This design comes from an exercise in tuning for small area on the open sky130 flow, not from production work. The RTL was checked by simulation tests, not by an equivalence proof against the original design. Power figures rest on the tool's default switching activity, not on a simulated workload.

// dcpu16_cpu
module dcpu16_cpu ( 
   g_wre, g_stb, g_dto, g_adr, f_wre, f_stb, f_dto, f_adr,
   rst, g_dti, g_ack, f_dti, f_ack, clk
   );
Size: about 2,800 cells after synthesis.
Settings: LEC_CHECK=0, ABC_AREA=1, CAP_MARGIN=0, CORE_MARGIN=2, CORE_UTILIZATION=60, CTS_BUF_LIST=sky130_fd_sc_hd__clkbuf_16, CTS_CLUSTER_DIAMETER=110, CTS_CLUSTER_SIZE=24, SLEW_MARGIN=0; clock period 10.0 ns.
standard.sh (not shown) runs the stock make flow with config.mk's settings and CLKGATE_MAP_FILE= SYNTH_SCRIPT=/design/flow/synth_recipe.tcl, a recipe that flattens the netlist after the stock synthesis.
==> flow/flow/run.sh <==
#!/bin/bash
# Standard ORFS layout, with the port buffers made from the smallest buffer
# cell instead of the platform default. Each tool's output is logged by ORFS
# under orfs/logs; this script's own output goes to run_flow.log.
set -e
export BUFFER_PORTS_ARGS="-buffer_cell sky130_fd_sc_hd__buf_1"
bash standard.sh > run_flow.log 2>&1
Then changed:
Settings changed: CTS_CLUSTER_DIAMETER 110 to 100, CTS_CLUSTER_SIZE 24 to 20.
Outcome: The changed run finished with timing, DRC and antenna clean; register-to-register slack improves by 0.02 ns; routed wire length hardly moves; hold slack loses 0.0067 ns; setup slack gains 0.025 ns; die area is unchanged; fmax is about the same; core utilization went up by 0.27 points; cell area increases by 0.43%; clock power rises by 9.4%.

* * *

Starting RTL as in the previous note.
export LEC_CHECK = 0
export ABC_AREA = 1
export CAP_MARGIN = 20
export CORE_MARGIN = 2
export CORE_UTILIZATION = 60
export CTS_BUF_LIST = sky130_fd_sc_hd__clkbuf_16
export CTS_CLUSTER_DIAMETER = 110
export CTS_CLUSTER_SIZE = 24
export SLEW_MARGIN = 20
create_clock -name core_clock -period 10.0 [get_ports {clk}]
==> flow/flow/run.sh <==
#!/bin/bash
# Standard ORFS layout (the standard.sh) with two changes:
#  - port buffers use the smallest buffer cell instead of the platform default
#  - timing-driven global placement does not keep its virtual resizing
# Each tool's output is logged by ORFS under orfs/logs; this script's own
# output goes to run_flow.log.
set -e
export BUFFER_PORTS_ARGS="-buffer_cell sky130_fd_sc_hd__buf_1"
export GPL_KEEP_OVERFLOW=0
bash standard.sh > run_flow.log 2>&1
The starting point passed the timing, DRC and antenna checks.
==> next run, changes <==
Settings changed: CAP_MARGIN 20 to 10, SLEW_MARGIN 20 to 10.
Routed wire length stays flat.
Via count drops by 0.37%.
Count of clock-buffer cells in the layout is unchanged.
Die area does not change.
Worst hold slack stays flat.
Area after synthesis stays the same.
Core utilization came out lower by 0.13 points.

* * *

dcpu16_cpu, a different RTL version from the one above (not shown whole).
Size in the first run: roughly 330 flip-flops, roughly 0.023 sq mm of cells after synthesis.
## dcpu16_cpu
module dcpu16_cpu ( 
   g_wre, g_stb, g_dto, g_adr, f_wre, f_stb, f_dto, f_adr,
   rst, g_dti, g_ack, f_dti, f_ack, clk
   );
   output [15:0] f_adr;
   output [15:0] f_dto;
   output 	 f_stb;
   output 	 f_wre;
   output [15:0] g_adr;
   output [15:0] g_dto;
   output 	 g_stb;
   output 	 g_wre;
   input 	 clk;
   input 	 f_ack;
   input [15:0]  f_dti;
   input 	 g_ack;
   input [15:0]  g_dti;
   input 	 rst;
   wire 	 CC, bra, ena, rwe, wpc;
   wire [15:0] 	 ireg, rrd, rwd;
   wire [3:0] 	 opc;
   wire [1:0] 	 pha;
   wire [7:0] 	 rra;
   wire [2:0] 	 rwa;
   assign g_dto = f_dto;
   dcpu16_ctl
     c0 (.ireg(ireg), .pha(pha), .opc(opc), .rra(rra), .rwa(rwa), .rwe(rwe),
	 .bra(bra), .CC(CC), .wpc(wpc), .f_dti(f_dti), .clk(clk), .ena(ena),
	 .rst(rst));
   dcpu16_mbus
     m0 (.g_adr(g_adr), .g_stb(g_stb), .g_wre(g_wre), .f_adr(f_adr),
	 .f_stb(f_stb), .f_wre(f_wre), .f_dto(f_dto), .ena(ena), .wpc(wpc),
	 .rwd(rwd), .g_dti(g_dti), .g_ack(g_ack), .f_dti(f_dti), .f_ack(f_ack),
	 .bra(bra), .rrd(rrd), .ireg(ireg), .opc(opc), .pha(pha), .clk(clk),
	 .rst(rst), .CC(CC));
   dcpu16_regs
     r0 (.rrd(rrd), .rwd(rwd), .rra(rra), .rwa(rwa), .rwe(rwe), .ena(ena),
	 .clk(clk));
endmodule  
Settings: LEC_CHECK=0, CAP_MARGIN=0, CORE_MARGIN=2, CORE_UTILIZATION=60, CTS_BUF_LIST=sky130_fd_sc_hd__clkbuf_16, CTS_CLUSTER_DIAMETER=100, CTS_CLUSTER_SIZE=20, SLEW_MARGIN=0; clock period 10.0 ns.
==> flow/flow/run.sh <==
#!/bin/bash
# Standard ORFS layout, with the port buffers made from the smallest buffer
# cell instead of the platform default. Each tool's output is logged by ORFS
# under orfs/logs; this script's own output goes to run_flow.log.
set -e
export BUFFER_PORTS_ARGS="-buffer_cell sky130_fd_sc_hd__buf_1"
bash standard.sh > run_flow.log 2>&1
Next try:
Settings changed: ABC_AREA from default to 1.
Result: Die area came out higher by 0.95%. Worst setup slack improved by 370 ps. Sequential power came out lower by about 8%. Clock power stays flat. Utilization drops by 2.4 points. Worst hold slack improved by 9.2 ps. Cell area falls by 3.2%.

* * *

Another version of the RTL of dcpu16_cpu (not shown whole).
Size in the first run: ~2300 cells after synthesis, about 320 flip-flops, about 100 I/O pins, about 23000 um^2 of cells after synthesis.
Settings: LEC_CHECK=0, CAP_MARGIN=0, CORE_MARGIN=2, CORE_UTILIZATION=60, CTS_BUF_LIST=sky130_fd_sc_hd__clkbuf_16, CTS_CLUSTER_DIAMETER=100, CTS_CLUSTER_SIZE=20, SLEW_MARGIN=0; clock period 10.0 ns.
Scripts as last shown in full above: flow/flow/run.sh
Next try:
- CAP_MARGIN: 0 -> 20
- CORE_UTILIZATION: 60 -> 40
- SLEW_MARGIN: 0 -> 20
The changed run passed the timing, DRC and antenna checks.
Core utilization is lower by 21 points.
Sequential power barely changes.
Maximum frequency stays flat.
Flip-flop and latch count does not change.
Global-route usage drops by 13 points.
Clock skew goes down by 0.0034 ns.
Die area grows by about 50%.

[static timing again, ports no longer ideal]
Ports are ideal in the flow. The routed layouts listed here were re-timed in OpenROAD. Step 1, drivers: a clkbuf_16 drives clk and a buf_2 each remaining input, both assumed. Step 2 moves the port delays by t, midway between the first and last clock arrival at a register: inputs arrive t later, outputs are due t later. That takes back most of the time a late clock gives input paths. Slacks: no drivers / after step 1 / after step 2; pairs: no drivers / after step 1.
run | t, ns | setup slack, ns | worst hold slack (ns) | latest minus earliest clock arrival (ns)
the first run of note 1 | 0.602 | 0.746 / 0.746 / 0.635 | 0.461 / 0.461 / 0.461 | 0.029 / 0.028
the second run of note 1 | 0.608 | 0.771 / 0.771 / 0.636 | 0.454 / 0.454 / 0.454 | 0.031 / 0.030
the first run of note 2 | 0.602 | 0.361 / 0.361 / 0.361 | 0.460 / 0.460 / 0.460 | 0.029 / 0.028
the second run of note 2 | 0.600 | 0.403 / 0.403 / 0.403 | 0.458 / 0.458 / 0.458 | 0.021 / 0.022
the first run of note 3 | 0.604 | 0.507 / 0.531 / -0.059 | 0.454 / 0.454 / 0.454 | 0.018 / 0.018
the second run of note 3 | 0.605 | 0.880 / 0.880 / 0.685 | 0.463 / 0.463 / 0.463 | 0.032 / 0.031
the first run of note 4 | 0.607 | 0.451 / 0.477 / -0.130 | 0.454 / 0.454 / 0.454 | 0.039 / 0.039
the second run of note 4 | 0.625 | 0.434 / 0.468 / -0.157 | 0.456 / 0.456 / 0.456 | 0.035 / 0.035
With both steps, setup timing fails in the first run of note 3, the first run of note 4 and the second run of note 4, where it was met with ideal ports. The setup slack of the second run of note 4, which loses most, moves by +0.034 ns with the drivers and by -0.591 ns with both steps.
